Context: an optimization exercise on an open-source flow, tuned for small area and a short achievable clock period. The choices shown serve that exercise and are no tape-out recipe. RTL that was checked went through simulation tests only; none was proved equivalent to the original. Power figures rest on the tool's default switching activity, not on a simulated workload.

Setup of the previous run:
==> flow/design.v <==
module proc (
  imem_addr, dmem_addr, dmem_wdata, dmem_re, dmem_we, halt_out,
  clk, rst, imem_data, dmem_rdata
  );
  input clk;
  input rst;
  output [15:0] imem_addr;
  input  [15:0] imem_data;
  output [15:0] dmem_addr;
  output [15:0] dmem_wdata;
  output        dmem_re;
  output        dmem_we;
  input  [15:0] dmem_rdata;
  output        halt_out;
  reg [15:0] pc;                   
  reg [15:0] ir_d, pc_d;           
  reg [15:0] x_e, y_e;             
  reg [7:0]  imm_e;                 
  reg [2:0]  rs_e, rt_e;           
  reg [1:0]  opl_e;                
  reg        sub_e, jr_e;
  reg        r_add_e, r_xor_e, r_andn_e, r_slbi_e, r_imm_e, r_btr_e, r_set_e, r_sh_e;
  reg [1:0]  shop_e;               
  reg [3:0]  shamt_e;              
  reg [2:0]  wreg_e;
  reg        regw_e, memr_e, memw_e, br_e, jmp_e, halt_e;
  reg [15:0] alu_m, wdata_m, tgt_m;  
  reg [2:0]  wreg_m;
  reg        regw_m, re_m, we_m, redir_m, halt_m;
  reg [15:0] rf [0:7];
  wire [4:0] op = ir_d[15:11];
  wire [2:0] fs = ir_d[10:8];
  wire [2:0] ft = ir_d[7:5];
  wire [1:0] d_fn = ir_d[1:0];
  wire d_st    = (op == 5'b10000);
  wire d_ld    = (op == 5'b10001);
  wire d_stu   = (op == 5'b10011);
  wire d_jl    = (op[4:1] == 4'b0011);           
  wire d_jr    = (op == 5'b00101) | (op == 5'b00111);
  wire d_br    = (op[4:2] == 3'b011);
  wire d_jmp   = (op[4:2] == 3'b001);
  wire d_memw  = d_st | d_stu;
  wire d_memr  = d_st | d_ld | d_stu;
  wire d_five  = (op[4:2] == 3'b010) | (op[4:2] == 3'b101) | d_memr;
  wire d_zx    = (op == 5'b01010) | (op == 5'b01011) | (op == 5'b10010);
  wire d_regdst = (op[4:2] == 3'b111) | (op[4:1] == 4'b1101) | (op == 5'b11001);
  wire d_regw  = (op[4:2] == 3'b010) | (op[4:2] == 3'b101) | d_ld | d_stu |
                 (op[4:3] == 2'b11) | (op == 5'b10010) | d_jl;
  wire d_rsv = (op[4:2] == 3'b010) | (op[4:2] == 3'b101) | (op[4:3] == 2'b11 && op != 5'b11000) |
               (op == 5'b01100) | (op == 5'b10010) | d_memr | d_jr;
  wire d_rtv = (op[4:2] == 3'b111) | (op[4:1] == 4'b1101) | d_memr | d_jl;
  wire [2:0] d_rt  = d_jl ? 3'b111 : ft;
  wire [2:0] d_rsf = d_rsv ? fs : 3'b000;
  wire [2:0] d_wreg = d_jl ? 3'b111 : d_stu ? fs : d_five ? ft : d_regdst ? ir_d[4:2] : fs;
  wire d_rr   = (op == 5'b11011);
  wire d_sub  = (d_rr & d_fn == 2'b01) | (op == 5'b01001);
  wire d_bimm = (op[4:2] == 3'b010) | (op[4:2] == 3'b100) | (op[4:2] == 3'b101) | (op == 5'b00111);
  wire [15:0] d_imm = d_five ? (d_zx ? {11'b0, ir_d[4:0]} : {{11{ir_d[4]}}, ir_d[4:0]})
                             : (d_zx ? {8'b0, ir_d[7:0]}  : {{8{ir_d[7]}}, ir_d[7:0]});
  wire d_r_add  = (op == 5'b01000) | (op == 5'b01001) | d_memr | (d_rr & ~d_fn[1]);
  wire d_r_xor  = (op == 5'b01010) | (d_rr & d_fn == 2'b10);
  wire d_r_andn = (op == 5'b01011) | (d_rr & d_fn == 2'b11);
  wire d_r_slbi = (op == 5'b10010);
  wire d_r_lbi  = (op == 5'b11000);
  wire d_r_btr  = (op == 5'b11001);
  wire d_r_set  = (op[4:2] == 3'b111);
  wire d_r_sh   = ~(d_r_add | d_r_xor | d_r_andn | d_r_slbi | d_r_lbi | d_r_btr | d_r_set);
  wire [1:0] d_shop = (op[4:2] == 3'b101) ? op[1:0] : (op == 5'b11010) ? d_fn : 2'b00;
  wire stall = memr_e & ((rt_e == fs) & d_rsv | (rt_e == d_rt) & d_rtv);
  wire [15:0] wd;
  integer i;
  always @(posedge clk) begin
    for (i = 0; i < 8; i = i + 1)
      if (rst | (regw_m & (wreg_m == i)))
        rf[i] <= rst ? 16'h0000 : wd;
  end
  wire [2:0] sel1 = d_memw ? fs : ft;
  wire [2:0] sel2 = d_memw ? ft : fs;
  wire [7:0] oh1 = 8'b1 << sel1;
  wire [7:0] oh2 = 8'b1 << sel2;
  reg [15:0] rd_1, rd_2;
  integer j;
  always @(*) begin
    rd_1 = 16'h0; rd_2 = 16'h0;
    for (j = 0; j < 8; j = j + 1) begin
      rd_1 = rd_1 | ({16{oh1[j]}} & rf[j]);
      rd_2 = rd_2 | ({16{oh2[j]}} & rf[j]);
    end
  end
  wire [15:0] res, wbv;
  wire fa_ld  = memr_e & regw_e & (d_rsf == rs_e);
  wire fa_ex  = regw_e & d_rsv & (fs == wreg_e);
  wire fa_mem = regw_m & d_rsv & (fs == wreg_m);
  wire fb_ex  = regw_e & d_rtv & (d_rt == wreg_e);
  wire fb_mem = regw_m & d_rtv & (d_rt == wreg_m);
  wire [15:0] x_n = fb_ex ? res : fb_mem ? wbv : rd_1;
  wire [15:0] y_n = fa_ld ? rd_1 : fa_ex ? res : fa_mem ? wbv : rd_2;
  wire [15:0] pc2 = pc + 16'd2;
  wire [15:0] pc_d_nx = stall ? pc : pc2;
  assign imem_addr = pc;
  always @(posedge clk) begin
    if (rst) pc <= 16'h0000;
    else if (!stall) pc <= redir_m ? tgt_m : pc2;
    ir_d[15:11] <= rst ? 5'b00001 : imem_data[15:11];    
    ir_d[10:0]  <= imem_data[10:0];
    pc_d <= pc_d_nx;
  end
  always @(posedge clk) begin
    x_e    <= d_jr ? rd_2 : (d_br | op == 5'b00100 | op == 5'b00110) ? pc_d :
              (d_bimm | d_r_lbi) ? d_imm : x_n;
    y_e    <= (d_memw & ~stall) ? x_n : y_n;
    imm_e  <= ir_d[7:0];
    rs_e   <= fs;
    rt_e   <= ft;
    opl_e  <= op[1:0];
    sub_e  <= d_sub;
    jr_e   <= d_jr;
    r_add_e <= d_r_add; r_xor_e <= d_r_xor; r_andn_e <= d_r_andn; r_slbi_e <= d_r_slbi;
    r_imm_e <= d_r_slbi | d_r_lbi; r_btr_e <= d_r_btr; r_set_e <= d_r_set; r_sh_e <= d_r_sh;
    shop_e  <= d_shop;
    shamt_e <= d_bimm ? ir_d[3:0] : x_n[3:0];
    wreg_e <= d_wreg;
    if (rst) begin
      regw_e <= 1'b0; memr_e <= 1'b0; memw_e <= 1'b0;
      br_e <= 1'b0; jmp_e <= 1'b0; halt_e <= 1'b0;
    end else begin
      regw_e <= d_regw & ~stall;
      memr_e <= d_memr;
      memw_e <= d_memw & ~stall;
      br_e   <= d_br;
      jmp_e  <= d_jmp;
      halt_e <= (op == 5'b00000);
    end
  end
  wire [15:0] x = x_e;
  wire [15:0] y = y_e;
  wire [7:0]  imm = imm_e;
  wire [15:0] opb    = x;
  wire [15:0] add_a  = sub_e ? ~y : y;
  wire [16:0] sum    = {1'b0, add_a} + {1'b0, opb} + {16'b0, sub_e};
  wire [3:0] sh_rot = shop_e[1] ? (4'd0 - shamt_e) : shamt_e;
  wire [15:0] rt1 = sh_rot[0] ? {y[14:0],   y[15]}      : y;
  wire [15:0] rt2 = sh_rot[1] ? {rt1[13:0], rt1[15:14]} : rt1;
  wire [15:0] rt4 = sh_rot[2] ? {rt2[11:0], rt2[15:12]} : rt2;
  wire [15:0] rot = sh_rot[3] ? {rt4[7:0],  rt4[15:8]}  : rt4;
  reg  [15:0] sh_mask;
  integer k;
  always @(*) begin
    for (k = 0; k < 16; k = k + 1)
      case (shop_e)
        2'b01:   sh_mask[k] = (k >= shamt_e);         
        2'b11:   sh_mask[k] = ((15 - k) >= shamt_e);  
        default: sh_mask[k] = 1'b1;                   
      endcase
  end
  wire [15:0] sh_res = rot & sh_mask;
  wire eq  = (x == y);
  wire lt  = ({~y[15], y[14:0]} < {~x[15], x[14:0]});
  wire set_bit = (opl_e == 2'b00) ? eq : (opl_e == 2'b01) ? lt : (opl_e == 2'b10) ? (lt | eq) : sum[16];
  wire [15:0] btr;
  genvar g;
  generate for (g = 0; g < 16; g = g + 1) begin : BTRG
    assign btr[g] = y[15 - g];
  end endgenerate
  assign res = ({16{r_add_e}}  & sum[15:0]) |
               ({16{r_xor_e}}  & (y ^ opb)) |
               ({16{r_andn_e}} & (y & ~opb)) |
               ({16{r_slbi_e}} & {y[7:0], 8'h00}) |
               ({16{r_imm_e}}  & x) |
               ({16{r_btr_e}}  & btr) |
               ({16{r_set_e}}  & {15'b0, set_bit}) |
               ({16{r_sh_e}}   & sh_res);
  wire yz = (y == 16'h0000);
  wire cond = opl_e[1] ? (opl_e[0] ? ~y[15] : y[15]) : (opl_e[0] ? ~yz : yz);
  wire [8:0]  t_lo   = {1'b0, x[7:0]} + {1'b0, imm[7:0]};
  wire [7:0]  t_hi8  = x[15:8] + {8{imm[7]}} + {7'b0, t_lo[8]};
  wire [7:0]  t_hi11 = x[15:8] + {{5{rs_e[2]}}, rs_e} + {7'b0, t_lo[8]};
  wire [7:0]  t_hi   = (jr_e | (br_e & cond)) ? t_hi8 : t_hi11;
  always @(posedge clk) begin
    alu_m   <= res;
    wdata_m <= y;
    tgt_m   <= {t_hi, t_lo[7:0]};
    wreg_m  <= wreg_e;
    if (rst) begin
      regw_m <= 1'b0; re_m <= 1'b0; we_m <= 1'b0; redir_m <= 1'b0; halt_m <= 1'b0;
    end else begin
      regw_m  <= regw_e;
      re_m    <= memr_e & ~memw_e;
      we_m    <= memw_e;
      redir_m <= br_e | jmp_e;
      halt_m  <= halt_e;
    end
  end
  assign dmem_addr  = alu_m;
  assign dmem_wdata = wdata_m;
  assign dmem_re    = re_m;
  assign dmem_we    = we_m & ~rst;
  assign halt_out   = halt_m;
  assign wbv = re_m ? dmem_rdata : alu_m;
  wire jl_next = (imem_data[15:12] == 4'b0011);
  assign wd = jl_next ? pc_d_nx : wbv;
endmodule
==> flow/config.mk <==
export PLATFORM = sky130hd
export DESIGN_NAME = proc
export DESIGN_NICKNAME = proc
export VERILOG_FILES = /design/flow/design.v
export SDC_FILE = /design/flow/constraint.sdc
export NUM_CORES = 4
export LEC_CHECK = 0
export CAP_MARGIN = 20
export CORE_MARGIN = 2
export CORE_UTILIZATION = 55
export SETUP_SLACK_MARGIN = 5
export SLEW_MARGIN = 20
==> flow/constraint.sdc <==
create_clock -name core_clock -period 9.0 [get_ports {clk}]
set_input_delay 1.8000 -clock core_clock [delete_from_list [all_inputs] [get_ports {clk}]]
set_output_delay 1.8000 -clock core_clock [all_outputs]
set_load 0.01 [all_outputs]
standard.sh (not shown) runs the stock make flow with config.mk's settings and CLKGATE_MAP_FILE= SYNTH_SCRIPT=/design/flow/synth_recipe.tcl, a recipe that flattens the netlist after the stock synthesis.
==> flow/flow/run.sh <==
#!/bin/bash
# The standard ORFS layout (the standard.sh) with one change to how it
# sizes cells: the port buffers that the standard flow inserts use the
# smallest buffer (buf_1) instead of the resizer's default pick.
set -euo pipefail
export BUFFER_PORTS_ARGS="-buffer_cell sky130_fd_sc_hd__buf_1"
bash standard.sh > standard_flow.log 2>&1
What the current run does differently from the previous run at the input level:
-- flow/design.v --
<<< the previous run, line 20
  reg [1:0]  opl_e;                
  reg        sub_e, jr_e;
  reg        r_add_e, r_xor_e, r_andn_e, r_slbi_e, r_imm_e, r_btr_e, r_set_e, r_sh_e;
  reg [1:0]  shop_e;               
  reg [3:0]  shamt_e;              
>>> the current run, line 20
  reg [1:0]  opl_e;                
  reg        sub_e, jr_e;
  reg        r_add_e, r_xor_e, r_andn_e, r_imm_e, r_btr_e, r_set_e, r_sh_e;
  reg [1:0]  shop_e;               
  reg [3:0]  shamt_e;              
<<< the previous run, line 54
  wire [2:0] d_wreg = d_jl ? 3'b111 : d_stu ? fs : d_five ? ft : d_regdst ? ir_d[4:2] : fs;
  wire d_rr   = (op == 5'b11011);
  wire d_sub  = (d_rr & d_fn == 2'b01) | (op == 5'b01001);
  wire d_bimm = (op[4:2] == 3'b010) | (op[4:2] == 3'b100) | (op[4:2] == 3'b101) | (op == 5'b00111);
  wire [15:0] d_imm = d_five ? (d_zx ? {11'b0, ir_d[4:0]} : {{11{ir_d[4]}}, ir_d[4:0]})
>>> the current run, line 54
  wire [2:0] d_wreg = d_jl ? 3'b111 : d_stu ? fs : d_five ? ft : d_regdst ? ir_d[4:2] : fs;
  wire d_rr   = (op == 5'b11011);
  wire d_sub  = (d_rr & d_fn == 2'b01) | (op == 5'b01001) | (op[4:2] == 3'b111 && op[1:0] != 2'b11);
  wire d_bimm = (op[4:2] == 3'b010) | (op[4:2] == 3'b100) | (op[4:2] == 3'b101) | (op == 5'b00111);
  wire [15:0] d_imm = d_five ? (d_zx ? {11'b0, ir_d[4:0]} : {{11{ir_d[4]}}, ir_d[4:0]})
<<< the previous run, line 65
  wire d_r_btr  = (op == 5'b11001);
  wire d_r_set  = (op[4:2] == 3'b111);
  wire d_r_sh   = ~(d_r_add | d_r_xor | d_r_andn | d_r_slbi | d_r_lbi | d_r_btr | d_r_set);
  wire [1:0] d_shop = (op[4:2] == 3'b101) ? op[1:0] : (op == 5'b11010) ? d_fn : 2'b00;
  wire stall = memr_e & ((rt_e == fs) & d_rsv | (rt_e == d_rt) & d_rtv);
  wire [15:0] wd;
>>> the current run, line 65
  wire d_r_btr  = (op == 5'b11001);
  wire d_r_set  = (op[4:2] == 3'b111);
  wire d_r_sh   = ~(d_r_add | d_r_xor | d_r_andn | d_r_lbi | d_r_btr | d_r_set);    
  wire [1:0] d_shop = (op[4:2] == 3'b101) ? op[1:0] : (op == 5'b11010) ? d_fn : d_r_slbi ? 2'b01 : 2'b00;
  wire stall = memr_e & ((rt_e == fs) & d_rsv | (rt_e == d_rt) & d_rtv);
  wire [15:0] wd;
<<< the previous run, line 116
    sub_e  <= d_sub;
    jr_e   <= d_jr;
    r_add_e <= d_r_add; r_xor_e <= d_r_xor; r_andn_e <= d_r_andn; r_slbi_e <= d_r_slbi;
    r_imm_e <= d_r_slbi | d_r_lbi; r_btr_e <= d_r_btr; r_set_e <= d_r_set; r_sh_e <= d_r_sh;
    shop_e  <= d_shop;
    shamt_e <= d_bimm ? ir_d[3:0] : x_n[3:0];
    wreg_e <= d_wreg;
    if (rst) begin
>>> the current run, line 116
    sub_e  <= d_sub;
    jr_e   <= d_jr;
    r_add_e <= d_r_add; r_xor_e <= d_r_xor; r_andn_e <= d_r_andn;
    r_imm_e <= d_r_slbi | d_r_lbi; r_btr_e <= d_r_btr; r_set_e <= d_r_set; r_sh_e <= d_r_sh;
    shop_e  <= d_shop;
    shamt_e <= d_r_slbi ? 4'd8 : d_bimm ? ir_d[3:0] : x_n[3:0];
    wreg_e <= d_wreg;
    if (rst) begin
<<< the previous run, line 155
  end
  wire [15:0] sh_res = rot & sh_mask;
  wire eq  = (x == y);
  wire lt  = ({~y[15], y[14:0]} < {~x[15], x[14:0]});
  wire set_bit = (opl_e == 2'b00) ? eq : (opl_e == 2'b01) ? lt : (opl_e == 2'b10) ? (lt | eq) : sum[16];
  wire [15:0] btr;
  genvar g;
>>> the current run, line 155
  end
  wire [15:0] sh_res = rot & sh_mask;
  wire eq  = (sum[15:0] == 16'h0000);
  wire c15 = sum[15] ^ ~y[15] ^ x[15];
  wire le  = (~x[15] & y[15]) | (~x[15] & c15) | (y[15] & c15);    
  wire set_bit = (opl_e == 2'b00) ? eq : (opl_e == 2'b01) ? (le & ~eq) : (opl_e == 2'b10) ? le : sum[16];
  wire [15:0] btr;
  genvar g;
<<< the previous run, line 166
               ({16{r_xor_e}}  & (y ^ opb)) |
               ({16{r_andn_e}} & (y & ~opb)) |
               ({16{r_slbi_e}} & {y[7:0], 8'h00}) |
               ({16{r_imm_e}}  & x) |
               ({16{r_btr_e}}  & btr) |
>>> the current run, line 167
               ({16{r_xor_e}}  & (y ^ opb)) |
               ({16{r_andn_e}} & (y & ~opb)) |
               ({16{r_imm_e}}  & x) |
               ({16{r_btr_e}}  & btr) |
Notes after the runs:
Comparing the current run with the previous run, the critical path required time came out essentially unchanged. Summary of the current run over the previous run: worst hold slack decreased 11 ps; final instance count without filler cells now smaller; total core area decreased about 1%. [compare] base=the previous run new=the current run: first-iteration detailed-routing DRC count saw a decrease, routed wire length down 5.7 mm, number of inserted filler cells in the final layout now sits at about the same level. Relative to the previous run, the final cell area reported for the current run is lower. [compare] base=the previous run new=the current run: instance area at placement decreased by about 2.6% relative to the old numbers, total power draw decreased by 0.11 mW relative to the old numbers, post-synthesis instance area shows a reduction of 2.4%, sequential cell area has remained practically unchanged.
The RTL of the previous run was laid out without a check of its function.

afterwards: timing with drivers on the ports:
The flow's constraints put no driver on any port. The routed layouts listed below were extracted and timed again, unchanged, in two steps. Step 1 assumes that a clkbuf_16 drives the clock port and a buf_2 every other input. Step 2, shift: input delay + t, output delay - t, t = (earliest + latest rising clock arrival at the registers) / 2. This alone moves slack from input paths to output paths. Slacks: ideal ports / drivers / drivers and shift; pairs: ideal ports / drivers.
run | t, ns | setup slack, ns | pins driven straight from the clock port
the previous run | 0.595 | 4.964 / 4.909 / 4.909 | 1
the current run | 0.573 | 4.946 / 4.896 / 4.896 | 1
After both steps setup and hold are still met in every run listed. The setup slack of the previous run, which loses most, moves by -0.055 ns with the drivers and by -0.055 ns with both steps.
